What follows belongs to an exercise in optimizing a design on an open flow for small area, a short achievable clock period and few clock cycles per item; a production flow would make more cautious choices.
Function was checked by simulation only, so behaviour that the tests miss may differ from the original.
No driver is modelled on the clock port, so clocking that relies on it looks cheaper here than on a real chip.
Power is estimated from default activity; no workload was simulated.

==> flow/design.v, too long to show whole: its modules and the start of the top module <==
// module shift_add_multiplier: 1206 lines
module shift_add_multiplier #(
    parameter OPERAND_WIDTH = 16
) (
    input logic i_clk,
    input logic i_reset,
    input logic i_operands_valid,
    input logic [OPERAND_WIDTH-1:0] i_operand_a,
    input logic [OPERAND_WIDTH-1:0] i_operand_b,
    output logic o_result_valid,
    output logic [OPERAND_WIDTH*2-1:0] o_result
);
  // ...
==> flow/flow/run.sh <==
#!/bin/bash
# Own layout flow: the standard flow (standard.sh: the standard synthesis
# and ORFS steps unchanged) with these settings:
#  - port buffers are sky130_fd_sc_hd__buf_2 cells instead of the delay cells
#    buffer_ports picks by default;
#  - clock tree: clkbuf_8 buffers and no dummy load cells;
#  - after clock tree synthesis, flow/post_cts.tcl downsizes cells where that
#    leaves the worst setup slack unchanged (area recovery, same logic).
# standard.sh's full output goes to standard_flow.log; ORFS keeps each step's
# log under orfs/logs/.
set -euo pipefail
here=$(pwd)
bash standard.sh \
  "BUFFER_PORTS_ARGS=-buffer_cell sky130_fd_sc_hd__buf_2" \
  "CTS_ARGS=-sink_clustering_enable -repair_clock_nets -dont_use_dummy_load -buf_list sky130_fd_sc_hd__clkbuf_8" \
  "POST_CTS_TCL=$here/flow/post_cts.tcl" \
  finish > standard_flow.log 2>&1
==> flow/flow/post_cts.tcl <==
# POST_CTS hook: area recovery by downsizing cells whose smaller drive
# strength leaves the worst slack unchanged (see sizer.tcl).
source [file join [file dirname [info script]] sizer.tcl]
set sz_period [get_property [lindex [all_clocks] 0] period]
estimate_parasitics -placement
puts "sizer start: period [format %.3f [expr {$sz_period - [sz_wns]}]] area [format %.0f [sz_area]]"
sz_down 0.05
check_placement -verbose
puts "sizer end: period [format %.3f [expr {$sz_period - [sz_wns]}]] area [format %.0f [sz_area]]"
==> flow/flow/sizer.tcl <==

proc sz_base {name} {
  regsub {_[0-9]+$} $name "" b
  return $b
}

proc sz_wns {} {
  return [expr {[sta::worst_slack_cmd max] * 1e9}]
}

# replace_cell drops the parasitics of the nets on the cell; estimate them again
proc sz_swap {iname cell} {
  replace_cell $iname $cell
  estimate_parasitics -placement
}

proc sz_area {} {
  return [expr {[rsz::design_area] * 1e12}]
}

# families: base name -> list of lib cell names
global sz_fam sz_area_of
set sz_fam [dict create]
set sz_area_of [dict create]
foreach lc [get_lib_cells *] {
  set n [get_name $lc]
  if {![string match sky130_fd_sc_hd__* $n]} { continue }
  if {[string match *lpflow* $n] || [string match *probe* $n]} { continue }
  dict lappend sz_fam [sz_base $n] $n
  dict set sz_area_of $n [get_property $lc area]
}

proc sz_alts {inst} {
  global sz_fam
  if {[string match clk* [get_full_name $inst]]} { return {} }
  set cur [get_property $inst ref_name]
  set b [sz_base $cur]
  if {![dict exists $sz_fam $b]} { return {} }
  if {[string match *clkbuf* $b] || [string match *clkinv* $b] || [string match *tap* $b] || [string match *fill* $b] || [string match *conb* $b]} { return {} }
  set r {}
  foreach n [dict get $sz_fam $b] { if {$n ne $cur} { lappend r $n } }
  return $r
}

proc sz_cost {period} {
  return [expr {[sz_area] * $period}]
}

proc sz_path_insts {pe} {
  set r {}
  foreach p [get_property $pe points] {
    set pin [get_property $p pin]
    if {[get_property $pin direction] ne "output"} { continue }
    set c [get_cells -quiet -of_objects $pin]
    if {$c eq ""} { continue }
    lappend r [get_full_name $c]
  }
  return [lsort -unique $r]
}

proc sz_endpoint_slack {ep} {
  set pe [find_timing_paths -to $ep -group_path_count 1]
  return [get_property $pe slack]
}

# upsizing along the worst path
proc sz_up {clk_period max_moves} {
  global sz_area_of
  set moves {}
  set best_cost [sz_cost [expr {$clk_period - [sz_wns]}]]
  set best_n 0
  set stall 0
  for {set it 0} {$it < $max_moves} {incr it} {
    set wns [sz_wns]
    set pe [find_timing_paths -group_path_count 1 -sort_by_slack]
    set ep [get_full_name [get_property $pe endpoint]]
    set eps [get_property $pe slack]
    set best {}
    set best_gain 0.0
    foreach iname [sz_path_insts $pe] {
      set inst [get_cells $iname]
      set cur [get_property $inst ref_name]
      foreach alt [sz_alts $inst] {
        sz_swap $iname $alt
        set nw [sz_wns]
        if {$nw >= $wns - 1e-4} {
          set ns [sz_endpoint_slack [get_pins $ep]]
          set da [expr {[dict get $sz_area_of $alt] - [dict get $sz_area_of $cur]}]
          set gain [expr {($ns - $eps) / (abs($da) + 1.0)}]
          if {$ns > $eps + 0.001 && $gain > $best_gain} {
            set best_gain $gain
            set best [list $iname $cur $alt]
          }
        }
        sz_swap $iname $cur
      }
    }
    if {$best eq {}} { break }
    sz_swap [lindex $best 0] [lindex $best 2]
    lappend moves $best
    set c [sz_cost [expr {$clk_period - [sz_wns]}]]
    if {$c < $best_cost - 1e-6} {
      set best_cost $c
      set best_n [llength $moves]
    }
  }
  # undo the moves after the best point
  for {set i [expr {[llength $moves] - 1}]} {$i >= $best_n} {incr i -1} {
    set m [lindex $moves $i]
    sz_swap [lindex $m 0] [lindex $m 1]
  }
  puts "sizer up: [llength $moves] moves tried, kept $best_n, period [format %.3f [expr {$clk_period - [sz_wns]}]] area [format %.0f [sz_area]]"
}

# downsizing cells whose change leaves the worst slack as it is
proc sz_through_slack {iname} {
  set pins [get_pins -quiet -of_objects [get_cells $iname] -filter "direction==output"]
  if {$pins eq ""} { return 1e9 }
  set pe [find_timing_paths -through $pins -group_path_count 1]
  if {$pe eq ""} { return 1e9 }
  return [get_property $pe slack]
}

proc sz_down {{guard 0.05}} {
  global sz_area_of
  set wns [sz_wns]
  set n 0
  set insts {}
  foreach inst [get_cells *] {
    if {[sz_alts $inst] eq {}} { continue }
    lappend insts [get_full_name $inst]
  }
  foreach iname $insts {
    set inst [get_cells $iname]
    set cur [get_property $inst ref_name]
    set ca [dict get $sz_area_of $cur]
    # smaller alternatives, smallest first
    set cands {}
    foreach alt [sz_alts $inst] {
      set a [dict get $sz_area_of $alt]
      if {$a < $ca} { lappend cands [list $a $alt] }
    }
    foreach c [lsort -real -index 0 $cands] {
      set alt [lindex $c 1]
      sz_swap $iname $alt
      if {[sz_wns] >= $wns - 1e-4 && [sz_through_slack $iname] >= $wns + $guard} {
        incr n
        break
      }
      sz_swap $iname $cur
    }
  }
  puts "sizer down: $n cells downsized, area [format %.0f [sz_area]]"
}
==> flow/standard.sh <==
#!/bin/bash
# synth_recipe.tcl (not shown) runs the flow's synth.tcl, then flattens the netlist and writes it again
# the make line also repeats each setting of config.mk as NAME=value (left out here)
make -C /OpenROAD-flow-scripts/flow DESIGN_CONFIG=/design/flow/config.mk WORK_HOME=/design/flow/orfs CLKGATE_MAP_FILE= SYNTH_SCRIPT=/design/flow/synth_recipe.tcl "${@:-finish}"
==> flow/config.mk <==
export PLATFORM = sky130hd
export DESIGN_NAME = shift_add_multiplier
export DESIGN_NICKNAME = shift_add_multiplier
export VERILOG_FILES = /design/flow/design.v
export SDC_FILE = /design/flow/constraint.sdc
export NUM_CORES = 4
export LEC_CHECK = 0
export ABC_AREA = 1
export CAP_MARGIN = 20
export CORE_MARGIN = 2
export CORE_UTILIZATION = 60
export PLACE_DENSITY = 0.7
export SETUP_SLACK_MARGIN = 3.5
export SLEW_MARGIN = 20
export TNS_END_PERCENT = 0
==> flow/constraint.sdc <==
create_clock -name core_clock -period 5.5 [get_ports {i_clk}]
set_input_delay 1.1000 -clock core_clock [delete_from_list [all_inputs] [get_ports {i_clk}]]
set_output_delay 1.1000 -clock core_clock [all_outputs]
set_load 0.01 [all_outputs]
==> reports/summary.txt, run 1 <==
outcome: no timing/DRC/antenna violations
top_reg_cell synth: dfxtp_1
Top Ports: 68
DR pass1 iterations: 7
Worst Hold Depth: 2
post-route ant nets: 0
Sw Ratio: 49.9%
Residual DRC: 0
Synth Area in Simple Gates: 23.1%
sequential fraction of total cell area: 25.9%
total wire length: 34500 microns
post-route cell area: 13200 sq um
Power Sequential: 1.88 mW
fin cells: 1973
Non-clk invs: 199
FF-to-FF path depth: 9
Slew headroom: 71.9%
CTS tree: done
fraction of cell area in non-clock buffers: 4.74%
Yosys top cell by area: dfxtp_1
final net count: 1834
GR peak layer: met2
diode count: 0
via count: 11076
vias in the first global route: 10331
top flop regs: m_q: 92 flops, p_q: 32 flops, a_q: 16 flops
Netlist cell types: 43
Worst Setup End Kind: flip-flop
clock slew at reported path FFs: 0.11 ns
Final Hold Fails: 0
Comb pwr share: 66.6%
core box area: 19300 sq um
# rows: 51
gr usage total: 34.2%
Testbench counts, summed over its fixed seeds: cycles 40,012, items 40,000.
==> run 2, diff against run 1 <==
--- a/flow/design.v
+++ b/flow/design.v
@@ -488,68 +488,16 @@
   logic fx_440;
   logic fx_441;
   logic fx_442;
   logic fx_443;
   logic fx_444;
   logic fx_445;
   logic fx_446;
   logic fx_447;
-  logic fx_448;
-  logic fx_449;
-  logic fx_450;
-  logic fx_451;
-  logic fx_452;
-  logic fx_453;
-  logic fx_454;
-  logic fx_455;
-  logic fx_456;
-  logic fx_457;
-  logic fx_458;
-  logic fx_459;
-  logic fx_460;
-  logic fx_461;
-  logic fx_462;
-  logic fx_463;
-  logic fx_464;
-  logic fx_465;
-  logic fx_466;
-  logic fx_467;
-  logic fx_468;
-  logic fx_469;
-  logic fx_470;
-  logic fx_471;
-  logic fx_472;
-  logic fx_473;
-  logic fx_474;
-  logic fx_475;
-  logic fx_476;
-  logic fx_477;
-  logic fx_478;
-  logic fx_479;
-  logic fx_480;
-  logic fx_481;
-  logic fx_482;
-  logic fx_483;
-  logic fx_484;
-  logic fx_485;
-  logic fx_486;
-  logic fx_487;
-  logic fx_488;
-  logic fx_489;
-  logic fx_490;
-  logic fx_491;
-  logic fx_492;
-  logic fx_493;
-  logic fx_494;
-  logic fx_495;
-  logic fx_496;
-  logic fx_497;
-  logic fx_498;
-  logic fx_499;
   assign pp0_0_1 = ((one_q[0] & a_q[0])) ^ neg_q[0];
   assign pp0_1_2 = ((one_q[0] & a_q[1]) | (two_q[0] & a_q[0])) ^ neg_q[0];
   assign pp0_2_3 = ((one_q[0] & a_q[2]) | (two_q[0] & a_q[1])) ^ neg_q[0];
   assign pp0_3_4 = ((one_q[0] & a_q[3]) | (two_q[0] & a_q[2])) ^ neg_q[0];
   assign pp0_4_5 = ((one_q[0] & a_q[4]) | (two_q[0] & a_q[3])) ^ neg_q[0];
   assign pp0_5_6 = ((one_q[0] & a_q[5]) | (two_q[0] & a_q[4])) ^ neg_q[0];
   assign pp0_6_7 = ((one_q[0] & a_q[6]) | (two_q[0] & a_q[5])) ^ neg_q[0];
   assign pp0_7_8 = ((one_q[0] & a_q[7]) | (two_q[0] & a_q[6])) ^ neg_q[0];
@@ -720,233 +668,209 @@
   assign fs8_173 = neg_q[4] ^ pp0_8_9 ^ pp1_6_25;
   assign fc8_174 = (neg_q[4] & pp0_8_9) | (neg_q[4] & pp1_6_25) | (pp0_8_9 & pp1_6_25);
   assign fs8_175 = pp2_4_41 ^ pp3_2_57 ^ pp4_0_73;
   assign fc8_176 = (pp2_4_41 & pp3_2_57) | (pp2_4_41 & pp4_0_73) | (pp3_2_57 & pp4_0_73);
   assign hs8_177 = fs8_173 ^ fs8_175;
   assign hc8_178 = fs8_173 & fs8_175;
   assign fs9_179 = pp0_9_10 ^ pp1_7_26 ^ pp2_5_42;
   assign fc9_180 = (pp0_9_10 & pp1_7_26) | (pp0_9_10 & pp2_5_42) | (pp1_7_26 & pp2_5_42);
-  assign fx_425 = pp3_3_58 ^ pp4_1_74;
-  assign fs9_181 = fx_425 ^ fs9_179;
-  assign fc9_182 = fx_425 ? fs9_179 : pp3_3_58;
+  assign fs9_181 = pp3_3_58 ^ pp4_1_74 ^ fs9_179;
+  assign fc9_182 = (pp3_3_58 & pp4_1_74) | (pp3_3_58 & fs9_179) | (pp4_1_74 & fs9_179);
   assign hs9_183 = fc8_174 ^ fc8_176;
   assign hc9_184 = fc8_174 & fc8_176;
   assign fs10_185 = neg_q[5] ^ pp0_10_11 ^ pp1_8_27;
   assign fc10_186 = (neg_q[5] & pp0_10_11) | (neg_q[5] & pp1_8_27) | (pp0_10_11 & pp1_8_27);
   assign fs10_187 = pp2_6_43 ^ pp3_4_59 ^ pp4_2_75;
   assign fc10_188 = (pp2_6_43 & pp3_4_59) | (pp2_6_43 & pp4_2_75) | (pp3_4_59 & pp4_2_75);
   assign fs10_189 = pp5_0_91 ^ fs10_185 ^ fs10_187;
   assign fc10_190 = (pp5_0_91 & fs10_185) | (pp5_0_91 & fs10_187) | (fs10_185 & fs10_187);
   assign hs10_191 = fc9_180 ^ fc9_182;
   assign hc10_192 = fc9_180 & fc9_182;
-  assign fx_426 = pp0_11_12 ^ pp1_9_28;
-  assign fs11_193 = fx_426 ^ pp2_7_44;
-  assign fc11_194 = fx_426 ? pp2_7_44 : pp0_11_12;
-  assign fx_427 = pp3_5_60 ^ pp4_3_76;
-  assign fs11_195 = fx_427 ^ pp5_1_92;
-  assign fc11_196 = fx_427 ? pp5_1_92 : pp3_5_60;
-  assign fx_428 = fs11_193 ^ fs11_195;
-  assign fs11_197 = fx_428 ^ fc10_186;
-  assign fc11_198 = fx_428 ? fc10_186 : fs11_193;
+  assign fs11_193 = pp0_11_12 ^ pp1_9_28 ^ pp2_7_44;
+  assign fc11_194 = (pp0_11_12 & pp1_9_28) | (pp0_11_12 & pp2_7_44) | (pp1_9_28 & pp2_7_44);
+  assign fs11_195 = pp3_5_60 ^ pp4_3_76 ^ pp5_1_92;
+  assign fc11_196 = (pp3_5_60 & pp4_3_76) | (pp3_5_60 & pp5_1_92) | (pp4_3_76 & pp5_1_92);
+  assign fs11_197 = fs11_193 ^ fs11_195 ^ fc10_186;
+  assign fc11_198 = (fs11_193 & fs11_195) | (fs11_193 & fc10_186) | (fs11_195 & fc10_186);
   assign hs11_199 = fc10_188 ^ fs11_197;
   assign hc11_200 = fc10_188 & fs11_197;
-  assign fx_429 = neg_q[6] ^ pp0_12_13;
-  assign fs12_201 = fx_429 ^ pp1_10_29;
-  assign fc12_202 = fx_429 ? pp1_10_29 : neg_q[6];
+  assign fs12_201 = neg_q[6] ^ pp0_12_13 ^ pp1_10_29;
+  assign fc12_202 = (neg_q[6] & pp0_12_13) | (neg_q[6] & pp1_10_29) | (pp0_12_13 & pp1_10_29);
   assign fs12_203 = pp2_8_45 ^ pp3_6_61 ^ pp4_4_77;
   assign fc12_204 = (pp2_8_45 & pp3_6_61) | (pp2_8_45 & pp4_4_77) | (pp3_6_61 & pp4_4_77);
-  assign fx_430 = pp5_2_93 ^ pp6_0_109;
-  assign fs12_205 = fx_430 ^ fs12_201;
-  assign fc12_206 = fx_430 ? fs12_201 : pp5_2_93;
+  assign fx_425 = pp5_2_93 ^ pp6_0_109;
+  assign fs12_205 = fx_425 ^ fs12_201;
+  assign fc12_206 = fx_425 ? fs12_201 : pp5_2_93;
   assign fs12_207 = fs12_203 ^ fc11_194 ^ fc11_196;
   assign fc12_208 = (fs12_203 & fc11_194) | (fs12_203 & fc11_196) | (fc11_194 & fc11_196);
   assign hs12_209 = fs12_205 ^ fc11_198;
   assign hc12_210 = fs12_205 & fc11_198;
-  assign fx_431 = pp0_13_14 ^ pp1_11_30;
-  assign fs13_211 = fx_431 ^ pp2_9_46;
-  assign fc13_212 = fx_431 ? pp2_9_46 : pp0_13_14;
+  assign fs13_211 = pp0_13_14 ^ pp1_11_30 ^ pp2_9_46;
+  assign fc13_212 = (pp0_13_14 & pp1_11_30) | (pp0_13_14 & pp2_9_46) | (pp1_11_30 & pp2_9_46);
   assign fs13_213 = pp3_7_62 ^ pp4_5_78 ^ pp5_3_94;
   assign fc13_214 = (pp3_7_62 & pp4_5_78) | (pp3_7_62 & pp5_3_94) | (pp4_5_78 & pp5_3_94);
-  assign fx_432 = pp6_1_110 ^ fs13_211;
-  assign fs13_215 = fx_432 ^ fs13_213;
-  assign fc13_216 = fx_432 ? fs13_213 : pp6_1_110;
-  assign fx_433 = fc12_202 ^ fc12_204;
-  assign fs13_217 = fx_433 ^ fc12_206;
-  assign fc13_218 = fx_433 ? fc12_206 : fc12_202;
+  assign fs13_215 = pp6_1_110 ^ fs13_211 ^ fs13_213;
+  assign fc13_216 = (pp6_1_110 & fs13_211) | (pp6_1_110 & fs13_213) | (fs13_211 & fs13_213);
+  assign fx_426 = fc12_202 ^ fc12_204;
+  assign fs13_217 = fx_426 ^ fc12_206;
+  assign fc13_218 = fx_426 ? fc12_206 : fc12_202;
   assign hs13_219 = fs13_215 ^ fs13_217;
   assign hc13_220 = fs13_215 & fs13_217;
-  assign fx_434 = neg_q[7] ^ pp0_14_15;
-  assign fs14_221 = fx_434 ^ pp1_12_31;
-  assign fc14_222 = fx_434 ? pp1_12_31 : neg_q[7];
-  assign fx_435 = pp2_10_47 ^ pp3_8_63;
-  assign fs14_223 = fx_435 ^ pp4_6_79;
-  assign fc14_224 = fx_435 ? pp4_6_79 : pp2_10_47;
+  assign fs14_221 = neg_q[7] ^ pp0_14_15 ^ pp1_12_31;
+  assign fc14_222 = (neg_q[7] & pp0_14_15) | (neg_q[7] & pp1_12_31) | (pp0_14_15 & pp1_12_31);
+  assign fs14_223 = pp2_10_47 ^ pp3_8_63 ^ pp4_6_79;
+  assign fc14_224 = (pp2_10_47 & pp3_8_63) | (pp2_10_47 & pp4_6_79) | (pp3_8_63 & pp4_6_79);
   assign fs14_225 = pp5_4_95 ^ pp6_2_111 ^ pp7_0_127;
   assign fc14_226 = (pp5_4_95 & pp6_2_111) | (pp5_4_95 & pp7_0_127) | (pp6_2_111 & pp7_0_127);
-  assign fx_436 = fs14_221 ^ fs14_223;
-  assign fs14_227 = fx_436 ^ fs14_225;
-  assign fc14_228 = fx_436 ? fs14_225 : fs14_221;
-  assign fx_437 = fc13_212 ^ fc13_214;
-  assign fs14_229 = fx_437 ^ fs14_227;
-  assign fc14_230 = fx_437 ? fs14_227 : fc13_212;
+  assign fx_427 = fs14_221 ^ fs14_223;
+  assign fs14_227 = fx_427 ^ fs14_225;
+  assign fc14_228 = fx_427 ? fs14_225 : fs14_221;
+  assign fx_428 = fc13_212 ^ fc13_214;
+  assign fs14_229 = fx_428 ^ fs14_227;
+  assign fc14_230 = fx_428 ? fs14_227 : fc13_212;
   assign hs14_231 = fc13_216 ^ fc13_218;
   assign hc14_232 = fc13_216 & fc13_218;
-  assign fx_438 = pp0_15_16 ^ pp1_13_32;
-  assign fs15_233 = fx_438 ^ pp2_11_48;
-  assign fc15_234 = fx_438 ? pp2_11_48 : pp0_15_16;
+  assign fs15_233 = pp0_15_16 ^ pp1_13_32 ^ pp2_11_48;
+  assign fc15_234 = (pp0_15_16 & pp1_13_32) | (pp0_15_16 & pp2_11_48) | (pp1_13_32 & pp2_11_48);
   assign fs15_235 = pp3_9_64 ^ pp4_7_80 ^ pp5_5_96;
   assign fc15_236 = (pp3_9_64 & pp4_7_80) | (pp3_9_64 & pp5_5_96) | (pp4_7_80 & pp5_5_96);
-  assign fx_439 = pp6_3_112 ^ pp7_1_128;
-  assign fs15_237 = fx_439 ^ fs15_233;
-  assign fc15_238 = fx_439 ? fs15_233 : pp6_3_112;
-  assign fx_440 = fs15_235 ^ fc14_222;
-  assign fs15_239 = fx_440 ^ fc14_224;
-  assign fc15_240 = fx_440 ? fc14_224 : fs15_235;
-  assign fx_441 = fc14_226 ^ fs15_237;
-  assign fs15_241 = fx_441 ^ fc14_228;
-  assign fc15_242 = fx_441 ? fc14_228 : fc14_226;
+  assign fx_429 = pp6_3_112 ^ pp7_1_128;
+  assign fs15_237 = fx_429 ^ fs15_233;
+  assign fc15_238 = fx_429 ? fs15_233 : pp6_3_112;
+  assign fs15_239 = fs15_235 ^ fc14_222 ^ fc14_224;
+  assign fc15_240 = (fs15_235 & fc14_222) | (fs15_235 & fc14_224) | (fc14_222 & fc14_224);
+  assign fx_430 = fc14_226 ^ fs15_237;
+  assign fs15_241 = fx_430 ^ fc14_228;
+  assign fc15_242 = fx_430 ? fc14_228 : fc14_226;
   assign hs15_243 = fs15_239 ^ fc14_230;
   assign hc15_244 = fs15_239 & fc14_230;
-  assign fx_442 = pp8_0_145 ^ pp0_16_17;
-  assign fs16_245 = fx_442 ^ pp1_14_33;
-  assign fc16_246 = fx_442 ? pp1_14_33 : pp8_0_145;
-  assign fx_443 = pp2_12_49 ^ pp3_10_65;
-  assign fs16_247 = fx_443 ^ pp4_8_81;
-  assign fc16_248 = fx_443 ? pp4_8_81 : pp2_12_49;
+  assign fs16_245 = pp8_0_145 ^ pp0_16_17 ^ pp1_14_33;
+  assign fc16_246 = (pp8_0_145 & pp0_16_17) | (pp8_0_145 & pp1_14_33) | (pp0_16_17 & pp1_14_33);
+  assign fs16_247 = pp2_12_49 ^ pp3_10_65 ^ pp4_8_81;
+  assign fc16_248 = (pp2_12_49 & pp3_10_65) | (pp2_12_49 & pp4_8_81) | (pp3_10_65 & pp4_8_81);
   assign fs16_249 = pp5_6_97 ^ pp6_4_113 ^ pp7_2_129;
   assign fc16_250 = (pp5_6_97 & pp6_4_113) | (pp5_6_97 & pp7_2_129) | (pp6_4_113 & pp7_2_129);
-  assign fx_444 = fs16_245 ^ fs16_247;
-  assign fs16_251 = fx_444 ^ fs16_249;
-  assign fc16_252 = fx_444 ? fs16_249 : fs16_245;
-  assign fx_445 = fc15_234 ^ fc15_236;
-  assign fs16_253 = fx_445 ^ fc15_238;
-  assign fc16_254 = fx_445 ? fc15_238 : fc15_234;
-  assign fx_446 = fs16_251 ^ fs16_253;
-  assign fs16_255 = fx_446 ^ fc15_240;
-  assign fc16_256 = fx_446 ? fc15_240 : fs16_251;
-  assign fx_447 = neg_q[0] ^ pp8_1_146;
-  assign fs17_257 = fx_447 ^ pp1_15_34;
-  assign fc17_258 = fx_447 ? pp1_15_34 : neg_q[0];
-  assign fx_448 = pp2_13_50 ^ pp3_11_66;
-  assign fs17_259 = fx_448 ^ pp4_9_82;
-  assign fc17_260 = fx_448 ? pp4_9_82 : pp2_13_50;
+  assign fx_431 = fs16_245 ^ fs16_247;
+  assign fs16_251 = fx_431 ^ fs16_249;
+  assign fc16_252 = fx_431 ? fs16_249 : fs16_245;
+  assign fx_432 = fc15_234 ^ fc15_236;
+  assign fs16_253 = fx_432 ^ fc15_238;
+  assign fc16_254 = fx_432 ? fc15_238 : fc15_234;
+  assign fx_433 = fs16_251 ^ fs16_253;
+  assign fs16_255 = fx_433 ^ fc15_240;
+  assign fc16_256 = fx_433 ? fc15_240 : fs16_251;
+  assign fs17_257 = neg_q[0] ^ pp8_1_146 ^ pp1_15_34;
+  assign fc17_258 = (neg_q[0] & pp8_1_146) | (neg_q[0] & pp1_15_34) | (pp8_1_146 & pp1_15_34);
+  assign fs17_259 = pp2_13_50 ^ pp3_11_66 ^ pp4_9_82;
+  assign fc17_260 = (pp2_13_50 & pp3_11_66) | (pp2_13_50 & pp4_9_82) | (pp3_11_66 & pp4_9_82);
   assign fs17_261 = pp5_7_98 ^ pp6_5_114 ^ pp7_3_130;
   assign fc17_262 = (pp5_7_98 & pp6_5_114) | (pp5_7_98 & pp7_3_130) | (pp6_5_114 & pp7_3_130);
-  assign fx_449 = fs17_257 ^ fs17_259;
-  assign fs17_263 = fx_449 ^ fs17_261;
-  assign fc17_264 = fx_449 ? fs17_261 : fs17_257;
+  assign fx_434 = fs17_257 ^ fs17_259;
+  assign fs17_263 = fx_434 ^ fs17_261;
+  assign fc17_264 = fx_434 ? fs17_261 : fs17_257;
   assign fs17_265 = fc16_246 ^ fc16_248 ^ fc16_250;
   assign fc17_266 = (fc16_246 & fc16_248) | (fc16_246 & fc16_250) | (fc16_248 & fc16_250);
-  assign fx_450 = fs17_263 ^ fc16_252;
-  assign fs17_267 = fx_450 ^ fs17_265;
-  assign fc17_268 = fx_450 ? fs17_265 : fs17_263;
-  assign fx_451 = neg_q[0] ^ pp8_2_147;
-  assign fs18_269 = fx_451 ^ pp1_16_35;
-  assign fc18_270 = fx_451 ? pp1_16_35 : neg_q[0];
+  assign fx_435 = fs17_263 ^ fc16_252;
+  assign fs17_267 = fx_435 ^ fs17_265;
+  assign fc17_268 = fx_435 ? fs17_265 : fs17_263;
+  assign fs18_269 = neg_q[0] ^ pp8_2_147 ^ pp1_16_35;
+  assign fc18_270 = (neg_q[0] & pp8_2_147) | (neg_q[0] & pp1_16_35) | (pp8_2_147 & pp1_16_35);
   assign fs18_271 = pp2_14_51 ^ pp3_12_67 ^ pp4_10_83;
   assign fc18_272 = (pp2_14_51 & pp3_12_67) | (pp2_14_51 & pp4_10_83) | (pp3_12_67 & pp4_10_83);
   assign fs18_273 = pp5_8_99 ^ pp6_6_115 ^ pp7_4_131;
   assign fc18_274 = (pp5_8_99 & pp6_6_115) | (pp5_8_99 & pp7_4_131) | (pp6_6_115 & pp7_4_131);
-  assign fx_452 = fs18_269 ^ fc17_258;
-  assign fs18_275 = fx_452 ^ fs18_271;
-  assign fc18_276 = fx_452 ? fs18_271 : fs18_269;
+  assign fx_436 = fs18_269 ^ fc17_258;
+  assign fs18_275 = fx_436 ^ fs18_271;
+  assign fc18_276 = fx_436 ? fs18_271 : fs18_269;
   assign fs18_277 = fs18_273 ^ fc17_260 ^ fc17_262;
   assign fc18_278 = (fs18_273 & fc17_260) | (fs18_273 & fc17_262) | (fc17_260 & fc17_262);
-  assign fx_453 = fs18_275 ^ fc17_264;
-  assign fs18_279 = fx_453 ^ fs18_277;
-  assign fc18_280 = fx_453 ? fs18_277 : fs18_275;
+  assign fx_437 = fs18_275 ^ fc17_264;
+  assign fs18_279 = fx_437 ^ fs18_277;
+  assign fc18_280 = fx_437 ? fs18_277 : fs18_275;
   assign fs19_281 = ns0_18 ^ ns1_36 ^ pp8_3_148;
   assign fc19_282 = (ns0_18 & ns1_36) | (ns0_18 & pp8_3_148) | (ns1_36 & pp8_3_148);
   assign fs19_283 = pp2_15_52 ^ pp3_13_68 ^ pp4_11_84;
   assign fc19_284 = (pp2_15_52 & pp3_13_68) | (pp2_15_52 & pp4_11_84) | (pp3_13_68 & pp4_11_84);
-  assign fx_454 = pp5_9_100 ^ pp6_7_116;
-  assign fs19_285 = fx_454 ^ pp7_5_132;
-  assign fc19_286 = fx_454 ? pp7_5_132 : pp5_9_100;
-  assign fx_455 = fs19_281 ^ fc18_270;
-  assign fs19_287 = fx_455 ^ fs19_283;
-  assign fc19_288 = fx_455 ? fs19_283 : fs19_281;
+  assign fs19_285 = pp5_9_100 ^ pp6_7_116 ^ pp7_5_132;
+  assign fc19_286 = (pp5_9_100 & pp6_7_116) | (pp5_9_100 & pp7_5_132) | (pp6_7_116 & pp7_5_132);
+  assign fx_438 = fs19_281 ^ fc18_270;
+  assign fs19_287 = fx_438 ^ fs19_283;
+  assign fc19_288 = fx_438 ? fs19_283 : fs19_281;
   assign fs19_289 = fs19_285 ^ fc18_272 ^ fc18_274;
   assign fc19_290 = (fs19_285 & fc18_272) | (fs19_285 & fc18_274) | (fc18_272 & fc18_274);
-  assign fx_456 = fs19_287 ^ fc18_276;
-  assign fs19_291 = fx_456 ^ fs19_289;
-  assign fc19_292 = fx_456 ? fs19_289 : fs19_287;
-  assign fx_457 = 1'b1 ^ pp8_4_149;
-  assign fs20_293 = fx_457 ^ pp2_16_53;
-  assign fc20_294 = fx_457 ? pp2_16_53 : 1'b1;
-  assign fx_458 = pp3_14_69 ^ pp4_12_85;
-  assign fs20_295 = fx_458 ^ pp5_10_101;
-  assign fc20_296 = fx_458 ? pp5_10_101 : pp3_14_69;
-  assign fx_459 = pp6_8_117 ^ pp7_6_133;
-  assign fs20_297 = fx_459 ^ fc19_282;
-  assign fc20_298 = fx_459 ? fc19_282 : pp6_8_117;
-  assign fx_460 = fs20_293 ^ fs20_295;
-  assign fs20_299 = fx_460 ^ fs20_297;
-  assign fc20_300 = fx_460 ? fs20_297 : fs20_293;
-  assign fs20_301 = fc19_284 ^ fc19_286 ^ fs20_299;
-  assign fc20_302 = (fc19_284 & fc19_286) | (fc19_284 & fs20_299) | (fc19_286 & fs20_299);
+  assign fx_439 = fs19_287 ^ fc18_276;
+  assign fs19_291 = fx_439 ^ fs19_289;
+  assign fc19_292 = fx_439 ? fs19_289 : fs19_287;
+  assign fs20_293 = 1'b1 ^ pp8_4_149 ^ pp2_16_53;
+  assign fc20_294 = (1'b1 & pp8_4_149) | (1'b1 & pp2_16_53) | (pp8_4_149 & pp2_16_53);
+  assign fs20_295 = pp3_14_69 ^ pp4_12_85 ^ pp5_10_101;
+  assign fc20_296 = (pp3_14_69 & pp4_12_85) | (pp3_14_69 & pp5_10_101) | (pp4_12_85 & pp5_10_101);
+  assign fx_440 = pp6_8_117 ^ pp7_6_133;
+  assign fs20_297 = fx_440 ^ fc19_282;
+  assign fc20_298 = fx_440 ? fc19_282 : pp6_8_117;
+  assign fs20_299 = fs20_293 ^ fs20_295 ^ fs20_297;
+  assign fc20_300 = (fs20_293 & fs20_295) | (fs20_293 & fs20_297) | (fs20_295 & fs20_297);
+  assign fx_441 = fc19_284 ^ fc19_286;
+  assign fs20_301 = fx_441 ^ fs20_299;
+  assign fc20_302 = fx_441 ? fs20_299 : fc19_284;
   assign hs20_303 = fc19_288 ^ fc19_290;
   assign hc20_304 = fc19_288 & fc19_290;
-  assign fx_461 = ns2_54 ^ pp8_5_150;
-  assign fs21_305 = fx_461 ^ pp3_15_70;
-  assign fc21_306 = fx_461 ? pp3_15_70 : ns2_54;
+  assign fs21_305 = ns2_54 ^ pp8_5_150 ^ pp3_15_70;
+  assign fc21_306 = (ns2_54 & pp8_5_150) | (ns2_54 & pp3_15_70) | (pp8_5_150 & pp3_15_70);
   assign fs21_307 = pp4_13_86 ^ pp5_11_102 ^ pp6_9_118;
   assign fc21_308 = (pp4_13_86 & pp5_11_102) | (pp4_13_86 & pp6_9_118) | (pp5_11_102 & pp6_9_118);
-  assign fx_462 = pp7_7_134 ^ fs21_305;
-  assign fs21_309 = fx_462 ^ fc20_294;
-  assign fc21_310 = fx_462 ? fc20_294 : pp7_7_134;
-  assign fx_463 = fs21_307 ^ fc20_296;
-  assign fs21_311 = fx_463 ^ fc20_298;
-  assign fc21_312 = fx_463 ? fc20_298 : fs21_307;
-  assign fx_464 = fs21_309 ^ fc20_300;
-  assign fs21_313 = fx_464 ^ fs21_311;
-  assign fc21_314 = fx_464 ? fs21_311 : fs21_309;
-  assign fx_465 = 1'b1 ^ pp8_6_151;
-  assign fs22_315 = fx_465 ^ pp3_16_71;
-  assign fc22_316 = fx_465 ? pp3_16_71 : 1'b1;
+  assign fx_442 = pp7_7_134 ^ fs21_305;
+  assign fs21_309 = fx_442 ^ fc20_294;
+  assign fc21_310 = fx_442 ? fc20_294 : pp7_7_134;
+  assign fs21_311 = fs21_307 ^ fc20_296 ^ fc20_298;
+  assign fc21_312 = (fs21_307 & fc20_296) | (fs21_307 & fc20_298) | (fc20_296 & fc20_298);
+  assign fx_443 = fs21_309 ^ fc20_300;
+  assign fs21_313 = fx_443 ^ fs21_311;
+  assign fc21_314 = fx_443 ? fs21_311 : fs21_309;
+  assign fs22_315 = 1'b1 ^ pp8_6_151 ^ pp3_16_71;
+  assign fc22_316 = (1'b1 & pp8_6_151) | (1'b1 & pp3_16_71) | (pp8_6_151 & pp3_16_71);
   assign fs22_317 = pp4_14_87 ^ pp5_12_103 ^ pp6_10_119;
   assign fc22_318 = (pp4_14_87 & pp5_12_103) | (pp4_14_87 & pp6_10_119) | (pp5_12_103 & pp6_10_119);
-  assign fx_466 = pp7_8_135 ^ fs22_315;
-  assign fs22_319 = fx_466 ^ fc21_306;
-  assign fc22_320 = fx_466 ? fc21_306 : pp7_8_135;
-  assign fx_467 = fs22_317 ^ fc21_308;
-  assign fs22_321 = fx_467 ^ fs22_319;
-  assign fc22_322 = fx_467 ? fs22_319 : fs22_317;
+  assign fx_444 = pp7_8_135 ^ fs22_315;
+  assign fs22_319 = fx_444 ^ fc21_306;
+  assign fc22_320 = fx_444 ? fc21_306 : pp7_8_135;
+  assign fx_445 = fs22_317 ^ fc21_308;
+  assign fs22_321 = fx_445 ^ fs22_319;
+  assign fc22_322 = fx_445 ? fs22_319 : fs22_317;
   assign hs22_323 = fc21_310 ^ fs22_321;
   assign hc22_324 = fc21_310 & fs22_321;
   assign fs23_325 = ns3_72 ^ pp8_7_152 ^ pp4_15_88;
   assign fc23_326 = (ns3_72 & pp8_7_152) | (ns3_72 & pp4_15_88) | (pp8_7_152 & pp4_15_88);
   assign fs23_327 = pp5_13_104 ^ pp6_11_120 ^ pp7_9_136;
   assign fc23_328 = (pp5_13_104 & pp6_11_120) | (pp5_13_104 & pp7_9_136) | (pp6_11_120 & pp7_9_136);
   assign fs23_329 = fs23_325 ^ fc22_316 ^ fs23_327;
   assign fc23_330 = (fs23_325 & fc22_316) | (fs23_325 & fs23_327) | (fc22_316 & fs23_327);
-  assign fx_468 = fc22_318 ^ fc22_320;
-  assign fs23_331 = fx_468 ^ fs23_329;
-  assign fc23_332 = fx_468 ? fs23_329 : fc22_318;
+  assign fx_446 = fc22_318 ^ fc22_320;
+  assign fs23_331 = fx_446 ^ fs23_329;
+  assign fc23_332 = fx_446 ? fs23_329 : fc22_318;
   assign fs24_333 = 1'b1 ^ pp8_8_153 ^ pp4_16_89;
   assign fc24_334 = (1'b1 & pp8_8_153) | (1'b1 & pp4_16_89) | (pp8_8_153 & pp4_16_89);
   assign fs24_335 = pp5_14_105 ^ pp6_12_121 ^ pp7_10_137;
   assign fc24_336 = (pp5_14_105 & pp6_12_121) | (pp5_14_105 & pp7_10_137) | (pp6_12_121 & pp7_10_137);
-  assign fx_469 = fs24_333 ^ fc23_326;
-  assign fs24_337 = fx_469 ^ fs24_335;
-  assign fc24_338 = fx_469 ? fs24_335 : fs24_333;
+  assign fs24_337 = fs24_333 ^ fc23_326 ^ fs24_335;
+  assign fc24_338 = (fs24_333 & fc23_326) | (fs24_333 & fs24_335) | (fc23_326 & fs24_335);
   assign hs24_339 = fc23_328 ^ fs24_337;
   assign hc24_340 = fc23_328 & fs24_337;
   assign fs25_341 = ns4_90 ^ pp8_9_154 ^ pp5_15_106;
   assign fc25_342 = (ns4_90 & pp8_9_154) | (ns4_90 & pp5_15_106) | (pp8_9_154 & pp5_15_106);
   assign fs25_343 = pp6_13_122 ^ pp7_11_138 ^ fs25_341;
   assign fc25_344 = (pp6_13_122 & pp7_11_138) | (pp6_13_122 & fs25_341) | (pp7_11_138 & fs25_341);
-  assign fx_470 = fc24_334 ^ fc24_336;
-  assign fs25_345 = fx_470 ^ fs25_343;
-  assign fc25_346 = fx_470 ? fs25_343 : fc24_334;
+  assign fx_447 = fc24_334 ^ fc24_336;
+  assign fs25_345 = fx_447 ^ fs25_343;
+  assign fc25_346 = fx_447 ? fs25_343 : fc24_334;
   assign fs26_347 = 1'b1 ^ pp8_10_155 ^ pp5_16_107;
   assign fc26_348 = (1'b1 & pp8_10_155) | (1'b1 & pp5_16_107) | (pp8_10_155 & pp5_16_107);
-  assign fx_471 = pp6_14_123 ^ pp7_12_139;
-  assign fs26_349 = fx_471 ^ fs26_347;
-  assign fc26_350 = fx_471 ? fs26_347 : pp6_14_123;
+  assign fs26_349 = pp6_14_123 ^ pp7_12_139 ^ fs26_347;
+  assign fc26_350 = (pp6_14_123 & pp7_12_139) | (pp6_14_123 & fs26_347) | (pp7_12_139 & fs26_347);
   assign hs26_351 = fc25_342 ^ fs26_349;
   assign hc26_352 = fc25_342 & fs26_349;
   assign fs27_353 = ns5_108 ^ pp8_11_156 ^ pp6_15_124;
   assign fc27_354 = (ns5_108 & pp8_11_156) | (ns5_108 & pp6_15_124) | (pp8_11_156 & pp6_15_124);
   assign fs27_355 = pp7_13_140 ^ fs27_353 ^ fc26_348;
   assign fc27_356 = (pp7_13_140 & fs27_353) | (pp7_13_140 & fc26_348) | (fs27_353 & fc26_348);
   assign fs28_357 = 1'b1 ^ pp8_12_157 ^ pp6_16_125;
   assign fc28_358 = (1'b1 & pp8_12_157) | (1'b1 & pp6_16_125) | (pp8_12_157 & pp6_16_125);
@@ -1048,100 +972,72 @@
   assign m_d[89] = ns7_144;   
   assign m_d[90] = pp8_15_160;   
   assign m_d[91] = hc30_364;   
   logic [31:0] rx, ry;
   assign hs2_365 = m_q[3] ^ m_q[4];
   assign hc2_366 = m_q[3] & m_q[4];
   assign hs3_367 = m_q[6] ^ m_q[7];
   assign hc3_368 = m_q[6] & m_q[7];
-  assign fx_472 = m_q[8] ^ m_q[9];
-  assign fs4_369 = fx_472 ^ m_q[10];
-  assign fc4_370 = fx_472 ? m_q[10] : m_q[8];
-  assign fx_473 = m_q[11] ^ m_q[12];
-  assign fs5_371 = fx_473 ^ m_q[13];
-  assign fc5_372 = fx_473 ? m_q[13] : m_q[11];
-  assign fx_474 = m_q[14] ^ m_q[15];
-  assign fs6_373 = fx_474 ^ m_q[16];
-  assign fc6_374 = fx_474 ? m_q[16] : m_q[14];
-  assign fx_475 = m_q[17] ^ m_q[18];
-  assign fs7_375 = fx_475 ^ m_q[19];
-  assign fc7_376 = fx_475 ? m_q[19] : m_q[17];
-  assign fx_476 = m_q[20] ^ m_q[21];
-  assign fs8_377 = fx_476 ^ m_q[22];
-  assign fc8_378 = fx_476 ? m_q[22] : m_q[20];
-  assign fx_477 = m_q[23] ^ m_q[24];
-  assign fs9_379 = fx_477 ^ m_q[25];
-  assign fc9_380 = fx_477 ? m_q[25] : m_q[23];
-  assign fx_478 = m_q[26] ^ m_q[27];
-  assign fs10_381 = fx_478 ^ m_q[28];
-  assign fc10_382 = fx_478 ? m_q[28] : m_q[26];
-  assign fx_479 = m_q[29] ^ m_q[30];
-  assign fs11_383 = fx_479 ^ m_q[31];
-  assign fc11_384 = fx_479 ? m_q[31] : m_q[29];
-  assign fx_480 = m_q[32] ^ m_q[33];
-  assign fs12_385 = fx_480 ^ m_q[34];
-  assign fc12_386 = fx_480 ? m_q[34] : m_q[32];
-  assign fx_481 = m_q[35] ^ m_q[36];
-  assign fs13_387 = fx_481 ^ m_q[37];
-  assign fc13_388 = fx_481 ? m_q[37] : m_q[35];
-  assign fx_482 = m_q[38] ^ m_q[39];
-  assign fs14_389 = fx_482 ^ m_q[40];
-  assign fc14_390 = fx_482 ? m_q[40] : m_q[38];
-  assign fx_483 = m_q[41] ^ m_q[42];
-  assign fs15_391 = fx_483 ^ m_q[43];
-  assign fc15_392 = fx_483 ? m_q[43] : m_q[41];
-  assign fx_484 = m_q[44] ^ m_q[45];
-  assign fs16_393 = fx_484 ^ m_q[46];
-  assign fc16_394 = fx_484 ? m_q[46] : m_q[44];
-  assign fx_485 = m_q[47] ^ m_q[48];
-  assign fs17_395 = fx_485 ^ m_q[49];
-  assign fc17_396 = fx_485 ? m_q[49] : m_q[47];
-  assign fx_486 = m_q[50] ^ m_q[51];
-  assign fs18_397 = fx_486 ^ m_q[52];
-  assign fc18_398 = fx_486 ? m_q[52] : m_q[50];
-  assign fx_487 = m_q[53] ^ m_q[54];
-  assign fs19_399 = fx_487 ^ m_q[55];
-  assign fc19_400 = fx_487 ? m_q[55] : m_q[53];
-  assign fx_488 = m_q[56] ^ m_q[57];
-  assign fs20_401 = fx_488 ^ m_q[58];
-  assign fc20_402 = fx_488 ? m_q[58] : m_q[56];
-  assign fx_489 = m_q[59] ^ m_q[60];
-  assign fs21_403 = fx_489 ^ m_q[61];
-  assign fc21_404 = fx_489 ? m_q[61] : m_q[59];
-  assign fx_490 = m_q[62] ^ m_q[63];
-  assign fs22_405 = fx_490 ^ m_q[64];
-  assign fc22_406 = fx_490 ? m_q[64] : m_q[62];
-  assign fx_491 = m_q[65] ^ m_q[66];
-  assign fs23_407 = fx_491 ^ m_q[67];
-  assign fc23_408 = fx_491 ? m_q[67] : m_q[65];
-  assign fx_492 = m_q[68] ^ m_q[69];
-  assign fs24_409 = fx_492 ^ m_q[70];
-  assign fc24_410 = fx_492 ? m_q[70] : m_q[68];
-  assign fx_493 = m_q[71] ^ m_q[72];
-  assign fs25_411 = fx_493 ^ m_q[73];
-  assign fc25_412 = fx_493 ? m_q[73] : m_q[71];
-  assign fx_494 = m_q[74] ^ m_q[75];
-  assign fs26_413 = fx_494 ^ m_q[76];
-  assign fc26_414 = fx_494 ? m_q[76] : m_q[74];
-  assign fx_495 = m_q[77] ^ m_q[78];
-  assign fs27_415 = fx_495 ^ m_q[79];
-  assign fc27_416 = fx_495 ? m_q[79] : m_q[77];
-  assign fx_496 = m_q[80] ^ m_q[81];
-  assign fs28_417 = fx_496 ^ m_q[82];
-  assign fc28_418 = fx_496 ? m_q[82] : m_q[80];
-  assign fx_497 = m_q[83] ^ m_q[84];
-  assign fs29_419 = fx_497 ^ m_q[85];
-  assign fc29_420 = fx_497 ? m_q[85] : m_q[83];
-  assign fx_498 = m_q[86] ^ m_q[87];
-  assign fs30_421 = fx_498 ^ m_q[88];
-  assign fc30_422 = fx_498 ? m_q[88] : m_q[86];
-  assign fx_499 = m_q[89] ^ m_q[90];
-  assign fs31_423 = fx_499 ^ m_q[91];
-  assign fc31_424 = fx_499 ? m_q[91] : m_q[89];
+  assign fs4_369 = m_q[8] ^ m_q[9] ^ m_q[10];
+  assign fc4_370 = (m_q[8] & m_q[9]) | (m_q[8] & m_q[10]) | (m_q[9] & m_q[10]);
+  assign fs5_371 = m_q[11] ^ m_q[12] ^ m_q[13];
+  assign fc5_372 = (m_q[11] & m_q[12]) | (m_q[11] & m_q[13]) | (m_q[12] & m_q[13]);
+  assign fs6_373 = m_q[14] ^ m_q[15] ^ m_q[16];
+  assign fc6_374 = (m_q[14] & m_q[15]) | (m_q[14] & m_q[16]) | (m_q[15] & m_q[16]);
+  assign fs7_375 = m_q[17] ^ m_q[18] ^ m_q[19];
+  assign fc7_376 = (m_q[17] & m_q[18]) | (m_q[17] & m_q[19]) | (m_q[18] & m_q[19]);
+  assign fs8_377 = m_q[20] ^ m_q[21] ^ m_q[22];
+  assign fc8_378 = (m_q[20] & m_q[21]) | (m_q[20] & m_q[22]) | (m_q[21] & m_q[22]);
+  assign fs9_379 = m_q[23] ^ m_q[24] ^ m_q[25];
+  assign fc9_380 = (m_q[23] & m_q[24]) | (m_q[23] & m_q[25]) | (m_q[24] & m_q[25]);
+  assign fs10_381 = m_q[26] ^ m_q[27] ^ m_q[28];
+  assign fc10_382 = (m_q[26] & m_q[27]) | (m_q[26] & m_q[28]) | (m_q[27] & m_q[28]);
+  assign fs11_383 = m_q[29] ^ m_q[30] ^ m_q[31];
+  assign fc11_384 = (m_q[29] & m_q[30]) | (m_q[29] & m_q[31]) | (m_q[30] & m_q[31]);
+  assign fs12_385 = m_q[32] ^ m_q[33] ^ m_q[34];
+  assign fc12_386 = (m_q[32] & m_q[33]) | (m_q[32] & m_q[34]) | (m_q[33] & m_q[34]);
+  assign fs13_387 = m_q[35] ^ m_q[36] ^ m_q[37];
+  assign fc13_388 = (m_q[35] & m_q[36]) | (m_q[35] & m_q[37]) | (m_q[36] & m_q[37]);
+  assign fs14_389 = m_q[38] ^ m_q[39] ^ m_q[40];
+  assign fc14_390 = (m_q[38] & m_q[39]) | (m_q[38] & m_q[40]) | (m_q[39] & m_q[40]);
+  assign fs15_391 = m_q[41] ^ m_q[42] ^ m_q[43];
+  assign fc15_392 = (m_q[41] & m_q[42]) | (m_q[41] & m_q[43]) | (m_q[42] & m_q[43]);
+  assign fs16_393 = m_q[44] ^ m_q[45] ^ m_q[46];
+  assign fc16_394 = (m_q[44] & m_q[45]) | (m_q[44] & m_q[46]) | (m_q[45] & m_q[46]);
+  assign fs17_395 = m_q[47] ^ m_q[48] ^ m_q[49];
+  assign fc17_396 = (m_q[47] & m_q[48]) | (m_q[47] & m_q[49]) | (m_q[48] & m_q[49]);
+  assign fs18_397 = m_q[50] ^ m_q[51] ^ m_q[52];
+  assign fc18_398 = (m_q[50] & m_q[51]) | (m_q[50] & m_q[52]) | (m_q[51] & m_q[52]);
+  assign fs19_399 = m_q[53] ^ m_q[54] ^ m_q[55];
+  assign fc19_400 = (m_q[53] & m_q[54]) | (m_q[53] & m_q[55]) | (m_q[54] & m_q[55]);
+  assign fs20_401 = m_q[56] ^ m_q[57] ^ m_q[58];
+  assign fc20_402 = (m_q[56] & m_q[57]) | (m_q[56] & m_q[58]) | (m_q[57] & m_q[58]);
+  assign fs21_403 = m_q[59] ^ m_q[60] ^ m_q[61];
+  assign fc21_404 = (m_q[59] & m_q[60]) | (m_q[59] & m_q[61]) | (m_q[60] & m_q[61]);
+  assign fs22_405 = m_q[62] ^ m_q[63] ^ m_q[64];
+  assign fc22_406 = (m_q[62] & m_q[63]) | (m_q[62] & m_q[64]) | (m_q[63] & m_q[64]);
+  assign fs23_407 = m_q[65] ^ m_q[66] ^ m_q[67];
+  assign fc23_408 = (m_q[65] & m_q[66]) | (m_q[65] & m_q[67]) | (m_q[66] & m_q[67]);
+  assign fs24_409 = m_q[68] ^ m_q[69] ^ m_q[70];
+  assign fc24_410 = (m_q[68] & m_q[69]) | (m_q[68] & m_q[70]) | (m_q[69] & m_q[70]);
+  assign fs25_411 = m_q[71] ^ m_q[72] ^ m_q[73];
+  assign fc25_412 = (m_q[71] & m_q[72]) | (m_q[71] & m_q[73]) | (m_q[72] & m_q[73]);
+  assign fs26_413 = m_q[74] ^ m_q[75] ^ m_q[76];
+  assign fc26_414 = (m_q[74] & m_q[75]) | (m_q[74] & m_q[76]) | (m_q[75] & m_q[76]);
+  assign fs27_415 = m_q[77] ^ m_q[78] ^ m_q[79];
+  assign fc27_416 = (m_q[77] & m_q[78]) | (m_q[77] & m_q[79]) | (m_q[78] & m_q[79]);
+  assign fs28_417 = m_q[80] ^ m_q[81] ^ m_q[82];
+  assign fc28_418 = (m_q[80] & m_q[81]) | (m_q[80] & m_q[82]) | (m_q[81] & m_q[82]);
+  assign fs29_419 = m_q[83] ^ m_q[84] ^ m_q[85];
+  assign fc29_420 = (m_q[83] & m_q[84]) | (m_q[83] & m_q[85]) | (m_q[84] & m_q[85]);
+  assign fs30_421 = m_q[86] ^ m_q[87] ^ m_q[88];
+  assign fc30_422 = (m_q[86] & m_q[87]) | (m_q[86] & m_q[88]) | (m_q[87] & m_q[88]);
+  assign fs31_423 = m_q[89] ^ m_q[90] ^ m_q[91];
+  assign fc31_424 = (m_q[89] & m_q[90]) | (m_q[89] & m_q[91]) | (m_q[90] & m_q[91]);
   assign rx[0] = m_q[0];
   assign ry[0] = m_q[1];
   assign rx[1] = m_q[2];
   assign ry[1] = 1'b0;
   assign rx[2] = m_q[5];
   assign ry[2] = hs2_365;
   assign rx[3] = hc2_366;
   assign ry[3] = hs3_367;
==> run 2 against run 1 <==
Compared with the run above:
- core utilization fell by 1.5 points
- final area fell by 9.1%
- die area fell by 6.0%
- first-iteration DRC count fell by 29%
- count of clock-buffer cells in the layout did not move
- critical path type unchanged
- highest routed layer unchanged
==> reports/summary.txt, run 2 <==
Syn Std Cell Area: 10900 sq um (was 11700 sq um)
CP Max Fanout: 7 (was 8)
CTS tree: done (unchanged)
Worst Slack Setup Final: 3.04 ns (was 3.12 ns)
buffers added on ports: 67 (unchanged)
clock slew at reported path FFs: 0.08 ns (was 0.11 ns)
asr flop ratio synth: 0% (unchanged)
actual slew at the worst max-slew pin: 0.599 ns (was 0.422 ns)
share of cells above drive strength 1: 11.3% (was 14.3%)
GPL Wtd Cong: 0.969 (was 1.03)
commonest non-fill, non-tap cell in the layout: nand2_1 (unchanged)
outcome: no timing/DRC/antenna violations (unchanged)
Final Hold Fails: 0 (unchanged)
Top Ports: 68 (unchanged)
Initial Util: 61.1% (was 60.5%)
Critical R2R Capture: m_q[43] (was m_q[67])
CP endpoint: m_q[43] (was m_q[67])
Clock Sinks: 167 (unchanged)
Clock Latency Late Sink: 0.46 ns (was 0.47 ns)
overflow left after global routing: 0 (unchanged)
CP arrival: 2.80 ns (was 2.72 ns)
total wire length: 28600 microns (was 34500 microns)
critical path required time: 5.84 ns (was 5.85 ns)
gr usage total: 30.1% (was 34.2%)
RSZ-0062 raised after global routing: yes (unchanged)
Mapped Cells: 1273 (was 1606)
Netlist cell types: 43 (unchanged)
Die Area: 19300 sq um (was 20600 sq um)
drt initial violations: 768 (was 1083)
via count: 8951 (was 11076)
pwr dens: 625 nW/um^2 (was 580 nW/um^2)
Mean Syn Cell Area: 8.60 sq um (was 7.26 sq um)
area occupied by multi-input gates: 6920 sq um (was 7780 sq um)
Max Cap Violations: 0 (unchanged)
final net count: 1527 (was 1834)
Final Max Tran Viols: 0 (unchanged)
Slew headroom: 60.1% (was 71.9%)
worst reg-to-reg setup slack: 3.04 ns (was 3.12 ns)
P&R area growth vs syn: 9.81% (was 13.4%)
hpwl dp: 20900 microns (was 25100 microns)
top flop regs: m_q: 92 flops, p_q: 32 flops, a_q: 16 flops (unchanged)
diode count: 0 (unchanged)
number of fill cells in the layout: 1549 (was 1744)
Seq cells post-synth: 167 (unchanged)
dominant cell by count in the synthesized netlist: nand2_1 (unchanged)
core box area: 17900 sq um (was 19300 sq um)
die width: 139 microns (was 143 microns)
Syn Nets: 1446 (was 1730)
skew final: 0.0306 ns (was 0.0360 ns)
Setup Crit Path Kind: reg -> reg (unchanged)
DR pass1 iterations: 6 (was 7)
Leakage: 5.61 nW (was 6.40 nW)
Min-Delay Path Class: reg -> reg (unchanged)
final setup vio count: 0 (unchanged)
largest net degree at the start of global routing: 28 (was 22)
routed len/inst: 18.1 microns (was 17.5 microns)
post-layout min period: 2.46 ns (was 2.38 ns)
post-synth top area share: 30.5% (was 28.7%)
number of synthesized flops with an enable pin: 0 (unchanged)
Top reg by flops: m_q (unchanged)
Syn. warnings: 1 (unchanged)
FF-to-FF path depth: 12 (was 9)
Register Area: 3390 sq um (was 3420 sq um)
vias per cell: 5.66 (was 5.61)
Yosys top cell by area: dfxtp_1 (unchanged)
Critical Path Start Type: flip-flop (unchanged)
post-route ant nets: 0 (unchanged)
worst slack, placed: 2.47 ns (was 2.54 ns)
fin cells: 1581 (was 1973)
final worst-path cycle share: 44.7% (was 43.2%)
Residual DRC: 0 (unchanged)
most frequent cells in the layout: 226 x nand2_1, 153 x xor2_1, 147 x dfxtp_1 (was 429 x nand2_1, 157 x inv_1, 154 x xor2_1)
vias in the first global route: 8679 (was 10331)
# rows: 49 (was 51)
initial antenna violation count: 0 (unchanged)
top cells by area, synth: dfxtp_1 31%, fa_1 15%, xor2_1 13% (was dfxtp_1 29%, nand2_1 14%, xor2_1 12%)
max reg flops: 92 (unchanged)
Worst Setup End Kind: flip-flop (unchanged)
sequential area share after synthesis: 30.5% (was 28.7%)
Worst R2R Start: two_q[2] (was two_q[4])
Synth top cells by count: 215 x nand2_1, 167 x dfxtp_1, 162 x xor2_1, 145 x inv_1, 115 x o22ai_1 (was 437 x nand2_1, 178 x inv_1, 167 x dfxtp_1, 164 x xor2_1, 107 x o22ai_1)
wire length of the first global-routing pass: 45200 microns (was 53800 microns)
VDD IR max: 0.476 mV (was 0.358 mV)
hold_ws: 0.409 ns (was 0.412 ns)
cell count after placement: 1523 (was 1893)
Max Clock Freq: 0.407 GHz (was 0.421 GHz)
top_reg_cell synth: dfxtp_1 (unchanged)
die span in y: 139 microns (was 143 microns)
TNS Setup: 0 ns (unchanged)
critical path startpoint: two_q[2] (was two_q[4])
==> run 2: cell count changes after synthesis, sizes merged, moves of 16 or more <==
cell   change
nand2    -210
fa        +49
inv       -44
nand3     -33
o21ai     -23
nor2      -17
nor3      -17
xnor2     -16
==> run 2: power breakdown <==
group | switching (mW) | leakage, nW | internal (mW)
clock network | 0.384 | 0.122 | 0.273
logic | 3.17 | 4.08 | 1.83
registers | 0.188 | 1.41 | 1.67
total | 3.75 | 5.61 | 3.77
==> run 2: critical path, cell delays in order (launching register included) <==
cell and delay, ns:
dfxtp_2 0.36, clkinvlp_4 0.21, o22ai_4 0.20, xor2_2 0.10, fa_1 0.60, nor2_1 0.06
inv_1 0.07, nand2_2 0.07, xor2_2 0.21, inv_1 0.06, nor2_1 0.08, a21oi_1 0.05
ha_1 0.27
==> run 2: worst min-delay path by stage <==
stage               cells after the start  start  slack, ns  endpoint
global placement                        2   v1_q       0.40      v2_q
finish                                  2   v0_q       0.41      v1_q
floorplan                               2   v0_q       0.39      v1_q
global route                            2   v1_q       0.43      v2_q
detailed placement                      2   v0_q       0.40      v1_q
==> run 2: layout make-up <==
class	count	area share, %
multi-input cells	900	57.5
inverters	159	5.72
clock buffers	17	1.95
repair inverters	2	0.104
repair buffers	107	4.12
flip-flops and latches	167	28.2
well taps	229	2.38
==> run 2: kinds of logic (layout without fill, tap and decap cells) <==
family | count (synthesis) | after routing | synth area share (%)
AND/OR/NAND/NOR | 375 | 375 | 14.7
AO/OA/AOI/OAI | 210 | 210 | 11.6
buffers and inverters | 206 | 285 | 7.28
XOR/XNOR | 170 | 170 | 13.7
flip-flops | 167 | 167 | 30.5
adder cells (fa/ha/maj) | 138 | 138 | 21.5
multiplexers | 7 | 7 | 0.720
==> run 2: metal layers <==
metal | up-vias | part of all wire (%) | global-route usage (%)
li1 | 4268 | - | -
met1 | 4118 | 42 | 39.3
met2 | 468 | 45 | 47.7
met3 | 97 | 8.8 | 6.87
met4 | 0 | 4.6 | 14.5
met5 | - | 0 | 0
==> run 2: stage by stage <==
stage	power (mW)	instance area, sq um	utilization (%)
detailed placement	6.85	11500	64.5
global route	8.22	12000	67.1
finish	7.51	12000	67.1
global placement	6.78	11500	64.5
floorplan	5.60	11400	-
Testbench counts of run 2, summed over its fixed seeds: cycles 40,012, items 40,000.
==> run 3, diff against run 2 <==
==> flow/flow/run.sh (replaced) <==
#!/bin/bash
# Own layout flow: the standard flow (standard.sh: the standard synthesis
# and ORFS steps unchanged) with these settings:
#  - port buffers are sky130_fd_sc_hd__buf_2 cells instead of the delay cells
#    buffer_ports picks by default;
#  - clock tree: clkbuf_8 buffers and no dummy load cells;
set -euo pipefail
here=$(pwd)
bash standard.sh \
  "BUFFER_PORTS_ARGS=-buffer_cell sky130_fd_sc_hd__buf_2" \
  "CTS_ARGS=-sink_clustering_enable -repair_clock_nets -dont_use_dummy_load -buf_list sky130_fd_sc_hd__clkbuf_8" \
  "POST_CTS_TCL=$here/flow/post_cts.tcl" \
  "POST_GLOBAL_ROUTE_TCL=$here/flow/post_grt.tcl" \
  finish > standard_flow.log 2>&1
==> flow/flow/post_cts.tcl (replaced) <==
source [file join [file dirname [info script]] sizer.tcl]
set sz_period [get_property [lindex [all_clocks] 0] period]
estimate_parasitics -placement
puts "sizer start: period [format %.3f [expr {$sz_period - [sz_wns]}]] area [format %.0f [sz_area]]"
sz_up $sz_period 60
sz_down 0.05
detailed_placement
check_placement -verbose
estimate_parasitics -placement
puts "sizer end: period [format %.3f [expr {$sz_period - [sz_wns]}]] area [format %.0f [sz_area]]"
==> flow/flow/post_grt.tcl (new file) <==
source [file join [file dirname [info script]] sizer.tcl]
global sz_par
set sz_par -global_routing
set sz_period [get_property [lindex [all_clocks] 0] period]
estimate_parasitics -global_routing
puts "sizer start: period [format %.3f [expr {$sz_period - [sz_wns]}]] area [format %.0f [sz_area]]"
global_route -start_incremental
sz_up $sz_period 40
sz_down 0.05
detailed_placement
global_route -end_incremental
check_placement -verbose
estimate_parasitics -global_routing
puts "sizer end: period [format %.3f [expr {$sz_period - [sz_wns]}]] area [format %.0f [sz_area]]"
--- a/flow/flow/sizer.tcl
+++ b/flow/flow/sizer.tcl
@@ -1,3 +1,5 @@
+
+global sz_fam sz_area_of sz_par
 
 proc sz_base {name} {
   regsub {_[0-9]+$} $name "" b
@@ -9,9 +11,11 @@
 }
 
 # replace_cell drops the parasitics of the nets on the cell; estimate them again
+set sz_par -placement
 proc sz_swap {iname cell} {
+  global sz_par
   replace_cell $iname $cell
-  estimate_parasitics -placement
+  estimate_parasitics $sz_par
 }
 
 proc sz_area {} {
@@ -19,7 +23,6 @@
 }
 
 # families: base name -> list of lib cell names
-global sz_fam sz_area_of
 set sz_fam [dict create]
 set sz_area_of [dict create]
 foreach lc [get_lib_cells *] {
==> run 3 against run 2 <==
Compared with the run above:
- combinational power grew 2%
- synthesized cell count is the same
- global-route usage grew 0.076 points
- die area is the same
- via count grew 0.48%
- first-iteration DRC count grew 2.2%
- clock power is essentially flat
- non-clock buffer count shrank 2
- critical path depth shrank 3
- count of clock-buffer cells in the layout is the same
- still clean on timing, DRC and antenna
- critical path type unchanged
==> reports/summary.txt, run 3 <==
final setup vio count: 0 (unchanged)
Worst Setup End Kind: flip-flop (unchanged)
total wire length: 28700 microns (was 28600 microns)
P&R area growth vs syn: 10.8% (was 9.81%)
Syn Nets: 1446 (unchanged)
Synth Area in Simple Gates: 14.7% (unchanged)
largest net degree at the start of global routing: 28 (unchanged)
Yosys top cell by area: dfxtp_1 (unchanged)
number of fill cells in the layout: 1537 (was 1549)
Leakage: 5.61 nW (about the same)
overflow left after global routing: 0 (unchanged)
post-route ant nets: 0 (unchanged)
vias in the first global route: 8688 (was 8679)
Final Core Density: 67.7% (was 67.1%)
Design Power: 7.64 mW (was 7.51 mW)
Max Clock Freq: 0.414 GHz (was 0.407 GHz)
number of synthesized flops with an enable pin: 0 (unchanged)
CP arrival: 2.78 ns (was 2.80 ns)
CP endpoint: p_q[29] (was m_q[43])
pwr dens: 630 nW/um^2 (was 625 nW/um^2)
hold_ws: 0.409 ns (about the same)
# rows: 49 (unchanged)
most frequent cells in the layout: 222 x nand2_1, 153 x xor2_1, 142 x dfxtp_1 (was 226 x nand2_1, 153 x xor2_1, 147 x dfxtp_1)
skew final: 0.0293 ns (was 0.0306 ns)
top cells by area, synth: dfxtp_1 31%, fa_1 15%, xor2_1 13% (unchanged)
Syn. warnings: 1 (unchanged)
Final Hold Fails: 0 (unchanged)
VDD IR max: 0.478 mV (was 0.476 mV)
hpwl dp: 20900 microns (unchanged)
Top reg by flops: m_q (unchanged)
post-synth top area share: 30.5% (unchanged)
Final Max Tran Viols: 0 (unchanged)
final net count: 1525 (was 1527)
diode count: 0 (unchanged)
adder-cell share of the synthesized area: 21.5% (unchanged)
buffers added on ports: 67 (unchanged)
Setup Crit Path Kind: reg -> reg (unchanged)
GPL Wtd Cong: 0.969 (unchanged)
asr flop ratio synth: 0% (unchanged)
Post-Synth XOR/XNOR Area: 13.7% (unchanged)
mux cell area share after synthesis: 0.720% (unchanged)
area occupied by multi-input gates: 7020 sq um (was 6920 sq um)
post-synthesis compound-gate area fraction: 11.6% (unchanged)
Mean Syn Cell Area: 8.60 sq um (unchanged)
CTS tree: done (unchanged)
Residual DRC: 0 (unchanged)
Initial Util: 61.1% (unchanged)
Synth top cells by count: 215 x nand2_1, 167 x dfxtp_1, 162 x xor2_1, 145 x inv_1, 115 x o22ai_1 (unchanged)
commonest non-fill, non-tap cell in the layout: nand2_1 (unchanged)
Netlist cell types: 43 (unchanged)
max reg flops: 92 (unchanged)
gr usage total: 30.2% (was 30.1%)
Mapped Cells: 1273 (unchanged)
clock slew at reported path FFs: 0.10 ns (was 0.08 ns)
post-layout min period: 2.42 ns (was 2.46 ns)
actual slew at the worst max-slew pin: 0.411 ns (was 0.599 ns)
top flop regs: m_q: 92 flops, p_q: 32 flops, a_q: 16 flops (unchanged)
post-route cell area: 12100 sq um (was 12000 sq um)
sequential area share after synthesis: 30.5% (unchanged)
TNS Setup: 0 ns (unchanged)
Top Ports: 68 (unchanged)
routed len/inst: 18.2 microns (was 18.1 microns)
die width: 139 microns (unchanged)
Min-Delay Path Class: reg -> reg (unchanged)
Slew headroom: 72.5% (was 60.1%)
Register Area: 3400 sq um (was 3390 sq um)
vias per cell: 5.70 (was 5.66)
largest family of logic cells by synthesized area: adder cells (unchanged)
wire length of the first global-routing pass: 45300 microns (was 45200 microns)
Worst R2R Start: m_q[23] (was two_q[2])
outcome: no timing/DRC/antenna violations (unchanged)
DR pass1 iterations: 5 (was 6)
Post-DP Area: 11500 sq um (unchanged)
top_reg_cell synth: dfxtp_1 (unchanged)
via count: 8994 (was 8951)
worst reg-to-reg setup slack: 3.08 ns (was 3.04 ns)
Critical R2R Capture: p_q[29] (was m_q[43])
Syn Std Cell Area: 10900 sq um (unchanged)
FF-to-FF path depth: 9 (was 12)
drt initial violations: 785 (was 768)
Clock Sinks: 167 (unchanged)
core box area: 17900 sq um (unchanged)
CP Max Fanout: 5 (was 7)
Seq cells post-synth: 167 (unchanged)
Die Area: 19300 sq um (unchanged)
HP Start: v0_q (unchanged)
Max Cap Violations: 0 (unchanged)
share of cells above drive strength 1: 13.9% (was 11.3%)
Critical Path Start Type: flip-flop (unchanged)
dominant cell by count in the synthesized netlist: nand2_1 (unchanged)
die span in y: 139 microns (unchanged)
Clock Latency Late Sink: 0.47 ns (was 0.46 ns)
critical path startpoint: m_q[23] (was two_q[2])
critical path required time: 5.86 ns (was 5.84 ns)
initial antenna violation count: 0 (unchanged)
final worst-path cycle share: 43.9% (was 44.7%)
run 3: changes by cell type in the layout (fill, tap and decap cells not counted), moves of 5 or more:
| cell | previous run | this run |
|---|---|---|
| buf_2 | 5 | 10 |
| buf_4 | 11 | 5 |
| dfxtp_1 | 147 | 142 |
| nor2_1 | 71 | 66 |
| inv_2 | 9 | 17 |
| nor2_2 | 0 | 5 |
| o21ai_0 | 29 | 24 |
| o21ai_1 | 6 | 11 |
| inv_1 | 118 | 108 |
run 3: cells by family (layout without fill, tap and decap cells):
group,count (synthesis),in the layout
buf+inv,206,283
xor+xnor,170,170
simple gates,375,375
mux,7,7
flops,167,167
fa+ha+maj,138,138
compound gates,210,210
run 3: routing by layer:
metal  share of wire (%)  track usage, %  up-vias
met2                  45            48.5      462
met3                 9.2            6.66      100
met4                 4.6            14.1        0
met1                  41            39.2     4166
li1                    -               -     4266
met5                   0               0        -
run 3: worst max-delay path, cell delays in order (launching register included):
cell and delay (ns):
dfxtp_1 0.34, fa_1 0.48, ha_1 0.40, nand2_2 0.11
nor2_1 0.28, nand2_1 0.12, o21ai_2 0.28, nand2_1 0.15
nand3_1 0.09, nand2_1 0.05
run 3: worst min path at each step:
| stage | end | slack [ns] | depth (start not counted) |
|---|---|---|---|
| floorplan | v1_q | 0.39 | 2 |
| global placement | v2_q | 0.40 | 2 |
| detailed placement | v1_q | 0.40 | 2 |
| finish | v1_q | 0.41 | 2 |
run 3: final cells by class:
type                       instances  share of cell area, %
sequential                       167                   28.0
timing repair buffer             105                   3.95
multi-input combinational        900                   57.9
timing repair inverter             2                  0.124
inverter                         159                   5.71
tap                              229                   2.36
clock buffer                      17                   1.93
run 3: through the flow:
| stage | worst slack [ns] | std cells |
|---|---|---|
| finish | 3.08 | 1579 |
| detailed placement | 2.47 | 1523 |
| global placement | 2.57 | 1523 |
| floorplan | 3.24 | 1273 |
run 3: power by group:
group	internal [mW]	switching, mW	total (mW)
clock	0.273	0.384	0.656
sequential	1.67	0.191	1.86
combinational	1.88	3.24	5.12
total	3.82	3.82	7.64

Setup slack of run 3, layout unchanged: 3.084 ns with ideal ports, 3.084 ns with driving cells assumed (clock clkbuf_16, inputs buf_2), 3.084 ns with port delays also shifted by the 0.497 ns mid clock arrival.
